From an optimization exercise on the open Yosys and OpenROAD flow, aimed at small area and a short achievable clock period; shortcuts taken in it are not production practice.
At most, simulation tests tie the RTL to the original design; equivalence was not proved.
Power figures rest on the tool's default switching activity, not on a simulated workload.

## alu_top
module alu_top(clk, instruction, regA, regB, result, flags);
Size: about 1200 cells after synthesis, roughly 110 flip-flops, roughly 0.0089 mm2 of cells after synthesis.
==> module alu_pre, before the edit <==
module alu_pre(instruction, regA, regB, p, g, sh, sl, sr, fctl, beq);
input  [31:0] instruction, regA, regB;
output [31:0] p;           
output [31:0] g;           
output        sh;          
output        sl, sr;      
output [3:0]  fctl;        
output        beq;         
function [4:0] neg5(input [4:0] x);   
    neg5 = {x[4] ^ (|x[3:0]), x[3] ^ (|x[2:0]), x[2] ^ (|x[1:0]),
            x[1] ^ x[0], x[0]};
endfunction
wire [5:0] op = instruction[31:26];
wire [5:0] fn = instruction[5:0];
wire       rsz = (instruction[25:21] == 5'b0);
wire r = (op == 6'b000000);
wire r_add  = r & (fn == 6'b100000);
wire r_addu = r & (fn == 6'b100001);
wire r_sub  = r & (fn == 6'b100010);
wire r_subu = r & (fn == 6'b100011);
wire r_and  = r & (fn == 6'b100100);
wire r_or   = r & (fn == 6'b100101);
wire r_xor  = r & (fn == 6'b100110);
wire r_nor  = r & (fn == 6'b100111);
wire r_slt  = r & (fn == 6'b101010);
wire r_sltu = r & (fn == 6'b101011);
wire r_sll  = r & (fn == 6'b000000);
wire r_srl  = r & (fn == 6'b000010 || fn == 6'b000011);
wire r_sllv = r & (fn == 6'b000100);
wire r_srlv = r & (fn == 6'b000110 || fn == 6'b000111);
wire i_addi  = (op == 6'b001000);
wire i_addiu = (op == 6'b001001);
wire i_andi  = (op == 6'b001100);
wire i_ori   = (op == 6'b001101);
wire i_xori  = (op == 6'b001110);
wire i_beq   = (op == 6'b000100) | (op == 6'b000101);
wire i_slti  = (op == 6'b001010);
wire i_sltiu = (op == 6'b001011);
wire i_mem   = (op == 6'b100011) | (op == 6'b101011);
wire sub   = r_sub | r_subu | r_slt | r_sltu | i_beq | i_slti | i_sltiu;
wire add   = r_add | r_addu | i_addi | i_addiu | i_mem;
wire simm  = i_addi | i_slti | i_mem;
wire l_and = r_and | i_andi;
wire l_or  = r_or | i_ori;
wire l_xor = r_xor | i_xori;
wire shl   = r_sll | r_sllv;
wire shr   = r_srl | r_srlv;
wire shc   = r_sll | r_srl;
wire [31:0] imm = {{16{simm & instruction[15]}}, instruction[15:0]};
wire        rr = r | i_beq;                     
wire [31:0] u = (rr | rsz) ? regA : regB;
wire [31:0] v = rr ? regB : imm;
wire       big   = rsz ? (|regA[31:5]) : (|regB[31:5]);
wire       shz   = (r_sllv | r_srlv) & big;       
wire [3:0] fp = ({4{add}}   & 4'b0110) | ({4{sub}}   & 4'b1001)
              | ({4{l_and}} & 4'b1000) | ({4{l_or}}  & 4'b1110)
              | ({4{l_xor}} & 4'b0110) | ({4{r_nor}} & 4'b0001)
              | ({4{shl | shr}} & 4'b1010);
wire [3:0] fg = ({4{add}} & 4'b1000) | ({4{sub}} & 4'b0100);
wire [3:0] fp0 = sub ? 4'b0110 : fp;
wire [3:0] fg0 = sub ? 4'b1101 : fg;
wire       sw = rr & ~rsz;
wire [3:0] tp = sw ? {fp[3], fp[1], fp[2], fp[0]} : fp;
wire [3:0] tg = sw ? {fg[3], fg[1], fg[2], fg[0]} : fg;
wire [3:0] tp0 = sw ? {fp0[3], fp0[1], fp0[2], fp0[0]} : fp0;
wire [3:0] tg0 = sw ? {fg0[3], fg0[1], fg0[2], fg0[0]} : fg0;
wire [4:0] sh_c = shl ? instruction[10:6] : neg5(instruction[10:6]);
wire [4:0] sh_a = shc ? sh_c : shl ? regA[4:0] : neg5(regA[4:0]);
wire [4:0] sh_b = shc ? sh_c : shl ? regB[4:0] : neg5(regB[4:0]);
wire [4:0] ra   = rsz ? sh_a : sh_b;
genvar i;
generate for (i = 0; i < 32; i = i + 1) begin : bt
    if (i == 0) begin : z
        assign p[i] = tp0[{u[i], v[i]}];
        assign g[i] = tg0[{u[i], v[i]}];
    end else if (i >= 27) begin : a
        assign p[i] = tp[{u[i], v[i]}];
        assign g[i] = (shl | shr) ? ra[i-27] : tg[{u[i], v[i]}];
    end else begin : n
        assign p[i] = tp[{u[i], v[i]}];
        assign g[i] = tg[{u[i], v[i]}];
    end
end endgenerate
assign sh = shl | shr;
wire       sz = (ra == 5'd0);
assign sl = (shl | (shr & sz)) & ~shz;
assign sr = shr & ~sz & ~shz;
wire ab31 = regA[31] ^ regB[31];
assign fctl = {(r_add & ~ab31) | (r_sub & ab31) | i_addi,
               i_addi ? instruction[15] : (rsz ? regA[31] : regB[31]),
               r_slt | i_slti, r_sltu | i_sltiu};
assign beq = i_beq;
endmodule
Settings: LEC_CHECK=0, CAP_MARGIN=20, CORE_MARGIN=2, CORE_UTILIZATION=40, SETUP_SLACK_MARGIN=3.0, SLEW_MARGIN=20, TNS_END_PERCENT=5; clock period 6.0 ns.
standard.sh (not shown) runs the stock make flow with config.mk's settings and CLKGATE_MAP_FILE= SYNTH_SCRIPT=/design/flow/synth_recipe.tcl, a recipe that flattens the netlist after the stock synthesis.
==> flow/flow/run.sh <==
#!/bin/bash
# Standard ORFS layout, with plain buffers on the ports instead of the
# delay-cell buffers buffer_ports picks by default, and timing repair free
# to change a cell's footprint.
set -euo pipefail
bash standard.sh 'BUFFER_PORTS_ARGS=-buffer_cell sky130_fd_sc_hd__buf_1' MATCH_CELL_FOOTPRINT=0 finish > standard.log 2>&1
The baseline finished with timing, DRC and antenna clean.
==> next run, changes <==
--- a/flow/design.v
+++ b/flow/design.v
@@ -49,10 +49,8 @@
 wire [31:0] imm = {{16{simm & instruction[15]}}, instruction[15:0]};
 wire        rr = r | i_beq;                     
 wire [31:0] u = (rr | rsz) ? regA : regB;
 wire [31:0] v = rr ? regB : imm;
-wire       big   = rsz ? (|regA[31:5]) : (|regB[31:5]);
-wire       shz   = (r_sllv | r_srlv) & big;       
 wire [3:0] fp = ({4{add}}   & 4'b0110) | ({4{sub}}   & 4'b1001)
               | ({4{l_and}} & 4'b1000) | ({4{l_or}}  & 4'b1110)
               | ({4{l_xor}} & 4'b0110) | ({4{r_nor}} & 4'b0001)
               | ({4{shl | shr}} & 4'b1010);
@@ -81,11 +79,19 @@
         assign g[i] = tg[{u[i], v[i]}];
     end
 end endgenerate
 assign sh = shl | shr;
-wire       sz = (ra == 5'd0);
-assign sl = (shl | (shr & sz)) & ~shz;
-assign sr = shr & ~sz & ~shz;
+wire       szc = (instruction[10:6] == 5'd0);
+wire       sza = shc ? szc : (regA[4:0] == 5'd0);
+wire       szb = shc ? szc : (regB[4:0] == 5'd0);
+wire       zva = (r_sllv | r_srlv) & (|regA[31:5]);
+wire       zvb = (r_sllv | r_srlv) & (|regB[31:5]);
+wire       sla = (shl | (shr & sza)) & ~zva;
+wire       slb = (shl | (shr & szb)) & ~zvb;
+wire       sra = shr & ~sza & ~zva;
+wire       srb = shr & ~szb & ~zvb;
+assign sl = rsz ? sla : slb;
+assign sr = rsz ? sra : srb;
 wire ab31 = regA[31] ^ regB[31];
 assign fctl = {(r_add & ~ab31) | (r_sub & ab31) | i_addi,
                i_addi ? instruction[15] : (rsz ? regA[31] : regB[31]),
                r_slt | i_slti, r_sltu | i_sltiu};
After rerunning: Hold slack improves by 33 ps. Setup slack gets better by 170 ps. Die area went up by 3.3%. Sequential share of layout area shrinks by 0.53 points. Sequential cell count does not change. Power goes down by 1.7%. Area after synthesis goes up by 3.4%. Combinational power came out lower by 7.1%. Core utilization is lower by 0.25 points. Register-to-register slack is better by 200 ps. Count of clock-buffer cells in the layout stays the same.
Only the layout flow was run in the first run of this note; the RTL was not checked for function there.


north:
The RTL this note starts from:
==> flow/design.v <==
module alu_pre(instruction, regA, regB, p, g, sh, sl, sr, fctl, beq);
input  [31:0] instruction, regA, regB;
output [31:0] p;           
output [31:0] g;           
output        sh;          
output        sl, sr;      
output [3:0]  fctl;        
output        beq;         
function [4:0] neg5(input [4:0] x);   
    neg5 = {x[4] ^ (|x[3:0]), x[3] ^ (|x[2:0]), x[2] ^ (|x[1:0]),
            x[1] ^ x[0], x[0]};
endfunction
wire [5:0] op = instruction[31:26];
wire [5:0] fn = instruction[5:0];
wire       rsz = (instruction[25:21] == 5'b0);
wire r = (op == 6'b000000);
wire r_add  = r & (fn == 6'b100000);
wire r_addu = r & (fn == 6'b100001);
wire r_sub  = r & (fn == 6'b100010);
wire r_subu = r & (fn == 6'b100011);
wire r_and  = r & (fn == 6'b100100);
wire r_or   = r & (fn == 6'b100101);
wire r_xor  = r & (fn == 6'b100110);
wire r_nor  = r & (fn == 6'b100111);
wire r_slt  = r & (fn == 6'b101010);
wire r_sltu = r & (fn == 6'b101011);
wire r_sll  = r & (fn == 6'b000000);
wire r_srl  = r & (fn == 6'b000010 || fn == 6'b000011);
wire r_sllv = r & (fn == 6'b000100);
wire r_srlv = r & (fn == 6'b000110 || fn == 6'b000111);
wire i_addi  = (op == 6'b001000);
wire i_addiu = (op == 6'b001001);
wire i_andi  = (op == 6'b001100);
wire i_ori   = (op == 6'b001101);
wire i_xori  = (op == 6'b001110);
wire i_beq   = (op == 6'b000100) | (op == 6'b000101);
wire i_slti  = (op == 6'b001010);
wire i_sltiu = (op == 6'b001011);
wire i_mem   = (op == 6'b100011) | (op == 6'b101011);
wire sub   = r_sub | r_subu | r_slt | r_sltu | i_beq | i_slti | i_sltiu;
wire add   = r_add | r_addu | i_addi | i_addiu | i_mem;
wire simm  = i_addi | i_slti | i_mem;
wire l_and = r_and | i_andi;
wire l_or  = r_or | i_ori;
wire l_xor = r_xor | i_xori;
wire shl   = r_sll | r_sllv;
wire shr   = r_srl | r_srlv;
wire shc   = r_sll | r_srl;
wire [31:0] imm = {{16{simm & instruction[15]}}, instruction[15:0]};
wire        rr = r | i_beq;                     
wire [31:0] u = (rr | rsz) ? regA : regB;
wire [31:0] v = rr ? regB : imm;
wire       big   = rsz ? (|regA[31:5]) : (|regB[31:5]);
wire       shz   = (r_sllv | r_srlv) & big;       
wire c_addR = (fn[5:1] == 5'b10000);
wire c_subR = fn[5] & ~fn[4] & ~fn[2] & fn[1];
wire c_shR  = (fn[5:3] == 3'b000) & (fn[1] | ~fn[0]);
wire c_addI = (op == 6'b001000) | (op == 6'b001001) | i_mem;
wire c_subI = (op[5:2] == 4'b0001 & ~op[1]) | (op[5:1] == 5'b00101);
wire c_add  = r ? c_addR : c_addI;
wire c_sub  = r ? c_subR : c_subI;
wire c_ox   = r ? (fn == 6'b100101 | fn == 6'b100110)            
                : (op == 6'b001101 | op == 6'b001110);
wire c_ao   = r ? (fn[5:1] == 5'b10010) : (op[5:1] == 5'b00110);   
wire c_sh   = r & c_shR;
wire c_nor  = r & (fn == 6'b100111);
wire c_swsub = c_sub & rr & ~rsz;            
wire [3:0] tp  = {c_sub | c_ao | c_sh,
                  c_add | c_ox | (c_sh & ~rsz),
                  c_add | c_ox | (c_sh & rsz),
                  c_sub | c_nor};
wire [3:0] tg  = {c_add, c_sub & ~c_swsub, c_swsub, 1'b0};
wire [3:0] tp0 = {c_ao | c_sh,
                  c_sub | c_add | c_ox | (c_sh & ~rsz),
                  c_sub | c_add | c_ox | (c_sh & rsz),
                  c_nor};
wire [3:0] tg0 = {c_add | c_sub, c_sub & ~c_swsub, c_swsub, c_sub};
wire [4:0] sh_c = shl ? instruction[10:6] : neg5(instruction[10:6]);
wire [4:0] sh_a = shc ? sh_c : shl ? regA[4:0] : neg5(regA[4:0]);
wire [4:0] sh_b = shc ? sh_c : shl ? regB[4:0] : neg5(regB[4:0]);
wire [4:0] ra   = rsz ? sh_a : sh_b;
genvar i;
generate for (i = 0; i < 32; i = i + 1) begin : bt
    if (i == 0) begin : z
        assign p[i] = tp0[{u[i], v[i]}];
        assign g[i] = tg0[{u[i], v[i]}];
    end else if (i >= 27) begin : a
        assign p[i] = tp[{u[i], v[i]}];
        assign g[i] = (shl | shr) ? ra[i-27] : tg[{u[i], v[i]}];
    end else begin : n
        assign p[i] = tp[{u[i], v[i]}];
        assign g[i] = tg[{u[i], v[i]}];
    end
end endgenerate
assign sh = shl | shr;
wire       sz = (ra == 5'd0);
assign sl = (shl | (shr & sz)) & ~shz;
assign sr = shr & ~sz & ~shz;
wire ab31 = regA[31] ^ regB[31];
assign fctl = {(r_add & ~ab31) | (r_sub & ab31) | i_addi,
               i_addi ? instruction[15] : (rsz ? regA[31] : regB[31]),
               r_slt | i_slti, r_sltu | i_sltiu};
assign beq = i_beq;
endmodule
module alu(p, g, sh, sl, sr, fctl, beq, result, flags);
input  [31:0] p, g;
input         sh, sl, sr;
input  [3:0]  fctl;
input         beq;
output [31:0] result;
output [2:0]  flags;
wire [31:0] gg [0:5];
wire [31:0] pp [0:5];
assign gg[0] = g;
assign pp[0] = p;
genvar i, l;
generate for (l = 0; l < 5; l = l + 1) begin : lvl
    for (i = 0; i < 32; i = i + 1) begin : bt
        if (i >= (1 << l)) begin : m
            assign gg[l+1][i] = gg[l][i] | (pp[l][i] & gg[l][i - (1 << l)]);
            assign pp[l+1][i] = pp[l][i] & pp[l][i - (1 << l)];
        end else begin : k
            assign gg[l+1][i] = gg[l][i];
            assign pp[l+1][i] = pp[l][i];
        end
    end
end endgenerate
wire [32:0] c = {gg[5], 1'b0};           
wire [31:0] sum = p ^ c[31:0];
wire [4:0]  ra = g[31:27];
wire [63:0] w0 = {p & {32{sl}}, p & {32{sr}}};
wire [63:0] w1 = ra[4] ? {w0[47:0], 16'b0} : w0;
wire [63:0] w2 = ra[3] ? {w1[55:0], 8'b0} : w1;
wire [63:0] w3 = ra[2] ? {w2[59:0], 4'b0} : w2;
wire [63:0] w4 = ra[1] ? {w3[61:0], 2'b0} : w3;
wire [63:0] w5 = ra[0] ? {w4[62:0], 1'b0} : w4;
assign result = sh ? w5[63:32] : sum;
assign flags = {beq & (&p[31:1]) & ~p[0], (fctl[1] & sum[31]) | (fctl[0] & ~c[32]),
                fctl[3] & (c[31] ^ fctl[2])};
endmodule
module alu_top(clk, instruction, regA, regB, result, flags);
input clk;
input [31:0] instruction, regA, regB;
output [31:0] result;
output [2:0] flags;
wire [31:0] p_d, g_d;
wire        sh_d, sl_d, sr_d, beq_d;
wire [3:0]  fctl_d;
reg  [31:0] p_q, g_q;
reg         sh_q, sl_q, sr_q, beq_q;
reg  [3:0]  fctl_q;
reg  [31:0] result_q;
reg  [2:0]  flags_q;
wire [31:0] result_d;
wire [2:0]  flags_d;
alu_pre u_pre(.instruction(instruction), .regA(regA), .regB(regB),
              .p(p_d), .g(g_d), .sh(sh_d), .sl(sl_d), .sr(sr_d),
              .fctl(fctl_d), .beq(beq_d));
alu u_alu(.p(p_q), .g(g_q), .sh(sh_q), .sl(sl_q), .sr(sr_q),
          .fctl(fctl_q), .beq(beq_q), .result(result_d), .flags(flags_d));
always @(posedge clk) begin
    p_q <= p_d;
    g_q <= g_d;
    sh_q <= sh_d;
    sl_q <= sl_d;
    sr_q <= sr_d;
    fctl_q <= fctl_d;
    beq_q <= beq_d;
    result_q <= result_d;
    flags_q <= flags_d;
end
assign result = result_q;
assign flags = flags_q;
endmodule
Settings: LEC_CHECK=0, ABC_AREA=1, CAP_MARGIN=20, CORE_MARGIN=2, CORE_UTILIZATION=40, SETUP_SLACK_MARGIN=3.2, SLEW_MARGIN=20, TNS_END_PERCENT=5; clock period 6.0 ns.
Scripts as last shown in full above: flow/flow/run.sh
Edits applied to the flow inputs when going from north to south:
--- a/flow/design.v
+++ b/flow/design.v
@@ -115,11 +115,11 @@
 assign pp[0] = p;
 genvar i, l;
 generate for (l = 0; l < 5; l = l + 1) begin : lvl
     for (i = 0; i < 32; i = i + 1) begin : bt
-        if (i >= (1 << l)) begin : m
-            assign gg[l+1][i] = gg[l][i] | (pp[l][i] & gg[l][i - (1 << l)]);
-            assign pp[l+1][i] = pp[l][i] & pp[l][i - (1 << l)];
+        if (i & (1 << l)) begin : m
+            assign gg[l+1][i] = gg[l][i] | (pp[l][i] & gg[l][((i >> l) << l) - 1]);
+            assign pp[l+1][i] = pp[l][i] & pp[l][((i >> l) << l) - 1];
         end else begin : k
             assign gg[l+1][i] = gg[l][i];
             assign pp[l+1][i] = pp[l][i];
         end
- south and north ended up with nearly the same average wire per standard cell.
- Fraction of area in registers for south is higher than for north.
- Delta (south minus north): post-CTS setup buffer count has increased, internal reg-to-reg setup slack has increased, standard cell area after detailed placement has decreased, number of non-clock inverters has decreased, final critical path time including I/O delays and setup has increased.
- Number of vias after detailed routing in south vs north: down about 8%
- south went all the way through synthesis, placement and routing and the layout is clean on timing, DRC and antenna.
Function not checked in north: the RTL went through the layout flow alone.

==> port drivers added, routing unchanged <==
In the flow no input, the clock included, has a driving cell. The finished layouts below were timed again as built, in two steps. Step 1, drivers: a clkbuf_16 drives clk and a buf_2 each remaining input, both assumed. Step 2 adds t to the input delays and takes it off the output delays; t is the mean of the earliest and latest rising clock arrival at the registers after step 1. Input paths then give back, and output paths get back, about the clock's delay inside the block. Three values: ideal, step 1, step 2; two values: the first two.
run	t (ns)	setup WS [ns]	worst data-port slew with drivers (ns)	pins driven straight from the clock port
the first run of note 1	0.402	2.591 / 2.598 / 2.196	0.05	1
the second run of note 1	0.403	2.764 / 2.770 / 2.367	0.05	1
north	0.409	3.241 / 3.262 / 2.853	0.04	1
south	0.401	3.182 / 3.198 / 2.798	0.04	1
After both steps every run listed still meets setup and hold. The setup slack of the second run of note 1, which loses most, moves by +0.006 ns with the drivers and by -0.397 ns with both steps.
